From an optimization exercise on the open Yosys and OpenROAD flow, aimed at small area; shortcuts taken in it are not production practice.
Where RTL was checked, it was by simulation tests only, not by an equivalence proof against the original.
No activity file was given, so power comes from the tool's default toggle rates.

==> build 81 <==
==> flow/design.v (excerpt) <==
module mini_cpu (
    input clock,
    input reset,         
    input enviar,        
    input [17:0] sw,
    output [15:0] ledr,
    output [7:0] ledg,
    output [7:0] LCD_DATA,
    output LCD_RS, LCD_RW, LCD_EN, LCD_ON, LCD_BLON
);
==> module memory, before the edit <==
module memory (
    input clock,
    input clear,
    input write_enable,
    input [3:0] addr_dest,
    input [3:0] addr_src1,
    input [3:0] addr_src2,
    input [15:0] data_in,
    output [15:0] out_src1,
    output [15:0] out_src2
);
    reg [15:0] ram [0:15];
    wire [15:0] wd = data_in & {16{~clear}};
    function [15:0] mux4;
        input [1:0] s; input [15:0] a, b, c, d;
        mux4 = s[1] ? (s[0] ? d : c) : (s[0] ? b : a);
    endfunction
    wire [15:0] l1a = mux4(addr_src1[1:0], ram[0], ram[1], ram[2], ram[3]);
    wire [15:0] l1b = mux4(addr_src1[1:0], ram[4], ram[5], ram[6], ram[7]);
    wire [15:0] l1c = mux4(addr_src1[1:0], ram[8], ram[9], ram[10], ram[11]);
    wire [15:0] l1d = mux4(addr_src1[1:0], ram[12], ram[13], ram[14], ram[15]);
    assign out_src1 = mux4(addr_src1[3:2], l1a, l1b, l1c, l1d);
    wire [15:0] l2a = mux4(addr_src2[1:0], ram[0], ram[1], ram[2], ram[3]);
    wire [15:0] l2b = mux4(addr_src2[1:0], ram[4], ram[5], ram[6], ram[7]);
    wire [15:0] l2c = mux4(addr_src2[1:0], ram[8], ram[9], ram[10], ram[11]);
    wire [15:0] l2d = mux4(addr_src2[1:0], ram[12], ram[13], ram[14], ram[15]);
    assign out_src2 = mux4(addr_src2[3:2], l2a, l2b, l2c, l2d);
    genvar r;
    generate for (r = 0; r < 16; r = r + 1) begin : row
        wire sel = clear | (write_enable & (addr_dest == r));
        always @(posedge clock) if (sel) ram[r] <= wd;
    end endgenerate
endmodule
Settings: LEC_CHECK=0, CAP_MARGIN=20, CORE_MARGIN=2, CORE_UTILIZATION=40, CTS_BUF_LIST=sky130_fd_sc_hd__clkbuf_4, SLEW_MARGIN=20; clock period 15.0 ns.
run.sh (not shown) runs the stock make flow with config.mk's settings and CLKGATE_MAP_FILE= SYNTH_SCRIPT=/design/flow/synth_recipe.tcl, a recipe that flattens the netlist after the stock synthesis.
==> trial 41 (differences from build 81) <==
--- a/flow/design.v
+++ b/flow/design.v
@@ -293,16 +293,13 @@
     wire [15:0] wd = data_in & {16{~clear}};
-    function [15:0] mux4;
-        input [1:0] s; input [15:0] a, b, c, d;
-        mux4 = s[1] ? (s[0] ? d : c) : (s[0] ? b : a);
-    endfunction
-    wire [15:0] l1a = mux4(addr_src1[1:0], ram[0], ram[1], ram[2], ram[3]);
-    wire [15:0] l1b = mux4(addr_src1[1:0], ram[4], ram[5], ram[6], ram[7]);
-    wire [15:0] l1c = mux4(addr_src1[1:0], ram[8], ram[9], ram[10], ram[11]);
-    wire [15:0] l1d = mux4(addr_src1[1:0], ram[12], ram[13], ram[14], ram[15]);
-    assign out_src1 = mux4(addr_src1[3:2], l1a, l1b, l1c, l1d);
-    wire [15:0] l2a = mux4(addr_src2[1:0], ram[0], ram[1], ram[2], ram[3]);
-    wire [15:0] l2b = mux4(addr_src2[1:0], ram[4], ram[5], ram[6], ram[7]);
-    wire [15:0] l2c = mux4(addr_src2[1:0], ram[8], ram[9], ram[10], ram[11]);
-    wire [15:0] l2d = mux4(addr_src2[1:0], ram[12], ram[13], ram[14], ram[15]);
-    assign out_src2 = mux4(addr_src2[3:2], l2a, l2b, l2c, l2d);
+    reg [15:0] o1, o2;
+    integer i;
+    always @(*) begin
+        o1 = 16'd0; o2 = 16'd0;
+        for (i = 0; i < 16; i = i + 1) begin
+            o1 = o1 | (ram[i] & {16{addr_src1 == i}});
+            o2 = o2 | (ram[i] & {16{addr_src2 == i}});
+        end
+    end
+    assign out_src1 = o1;
+    assign out_src2 = o2;
     genvar r;
@@ -310,3 +307,3 @@
         wire sel = clear | (write_enable & (addr_dest == r));
-        always @(posedge clock) if (sel) ram[r] <= wd;
+        always @(posedge clock) ram[r] <= (ram[r] & {16{~sel}}) | (wd & {16{sel}});
     end endgenerate
==> flow/flow/run.sh (new file) <==
#!/bin/bash
# Own layout flow: the standard flow (standard.sh) with these changes:
#  - synthesis maps the logic with an area-oriented ABC script (flow/area.abc);
#    everything before ABC, including the flip-flop mapping, is ORFS's synthesis
#    unchanged, so the registers are the standard synthesis's;
#  - port buffers are sky130_fd_sc_hd__buf_1;
#  - clock tree synthesis without dummy loads, from sky130_fd_sc_hd__clkbuf_4.
# Each tool's full output goes to the ORFS logs under orfs/logs, and make's to flow_make.log.
set -euo pipefail
W=$(pwd)
F=$W/flow

sed 's|^\( *\)log_cmd abc {\*}\$abc_args|\1set abc_args [lreplace $abc_args 1 1 '"$F"'/area.abc]\n\1log_cmd abc {*}$abc_args|' \
    "$FLOW_HOME/scripts/synth.tcl" > "$W/own_synth.tcl"
grep -q 'area.abc' "$W/own_synth.tcl"
sed "s|source \$::env(SCRIPTS_DIR)/synth.tcl|source $W/own_synth.tcl|" "$W/synth_recipe.tcl" > "$W/own_synth_recipe.tcl"
grep -q 'own_synth.tcl' "$W/own_synth_recipe.tcl"

bash "$W/standard.sh" "SYNTH_SCRIPT=$W/own_synth_recipe.tcl" \
    "BUFFER_PORTS_ARGS=-buffer_cell sky130_fd_sc_hd__buf_1" \
    "CTS_ARGS=-sink_clustering_enable -repair_clock_nets -dont_use_dummy_load -buf_list sky130_fd_sc_hd__clkbuf_4" \
    finish > "$W/flow_make.log" 2>&1
==> flow/flow/area.abc (new file) <==
strash
&get -n
&st
&dch -f
&nf -R 1000
&put
strash
&get -n
&dch -f
&nf -R 1000
&put
==> flow/standard.sh (new file) <==
#!/bin/bash
# synth_recipe.tcl (not shown) runs the flow's synth.tcl, then flattens the netlist and writes it again
# the make line also repeats each setting of config.mk as NAME=value (left out here)
make -C /OpenROAD-flow-scripts/flow DESIGN_CONFIG=/design/flow/config.mk WORK_HOME=/design/flow/orfs CLKGATE_MAP_FILE= SYNTH_SCRIPT=/design/flow/synth_recipe.tcl "${@:-finish}"
--- a/flow/config.mk
+++ b/flow/config.mk
@@ -7,6 +7,5 @@
 export LEC_CHECK = 0
-export CAP_MARGIN = 20
+export CAP_MARGIN = 5
 export CORE_MARGIN = 2
 export CORE_UTILIZATION = 40
-export CTS_BUF_LIST = sky130_fd_sc_hd__clkbuf_4
-export SLEW_MARGIN = 20
+export SLEW_MARGIN = 5
removed: flow/run.sh
==> qor summary <==
item                                                                             trial 41         build 81
Result of the run                                                          finished clean   finished clean
Count of fill cells added during filler insertion                                   4,167            4,446
Number of search-and-repair iterations in the first detailed-routing pass              17                5
Area inside the core boundary                                                0.0439 sq mm     0.0490 sq mm
Layout buffering overhead excluding clock cells                                    0.0300           0.0330
Cell with the biggest individual delay on the critical path                        nor2_1  clkdlybuf4s50_1
Share of final layout cell area taken by clock buffers and inverters               0.0345           0.0482
Register share of the cell area                                                     0.474            0.425
Finished Layout Cells                                                               2,338            2,326
Total global-route track usage                                                      0.249            0.215
Total wirelength of the detailed-routed design                             57,100 microns   53,800 microns
Static power due to leakage                                                    0.00687 uW       0.00805 uW
Stage delay of the slowest cell on the critical path                               820 ps           930 ps
Number of multi-input logic gates                                                   1,140            1,022
Crit path depth                                                                        37               34
Number of buffers created by CTS                                                       91               88
Number of global-route vias before repair                                           14.5k            13.2k
Number of placement rows                                                               77               81
Fmax achieved                                                                    78.4 MHz         79.7 MHz
No functional check of the RTL was part of trial 41.

==> separate check: timing with driven ports <==
The results above use ideal ports. As a check the final layouts listed here were re-extracted and re-timed, cells and wires unchanged.
Step 1: set_driving_cell puts a clkbuf_16 on clock and a buf_2 on each other input, an assumption about the parent block.
Step 2 adds t to the input delays and takes it off the output delays; t is the mean of the earliest and latest rising clock arrival at the registers after step 1. Input paths then give back, and output paths get back, about the clock's delay inside the block.
Three values: ideal ports, drivers, drivers and shift; two values: the first two.
run	t, ns	slack for setup (ns)	worst setup path at the end	slew at the worst register clock pin (ns)
build 81	0.862	2.447 / 2.451 / 1.589	input to register	0.09 / 0.09
trial 41	0.846	2.252 / 2.247 / 1.401	input to register	0.07 / 0.07
After both steps setup and hold are still met in every run listed. For build 81, which loses most, drivers alone change the setup slack by +0.004 ns; drivers and shift together by -0.858 ns.
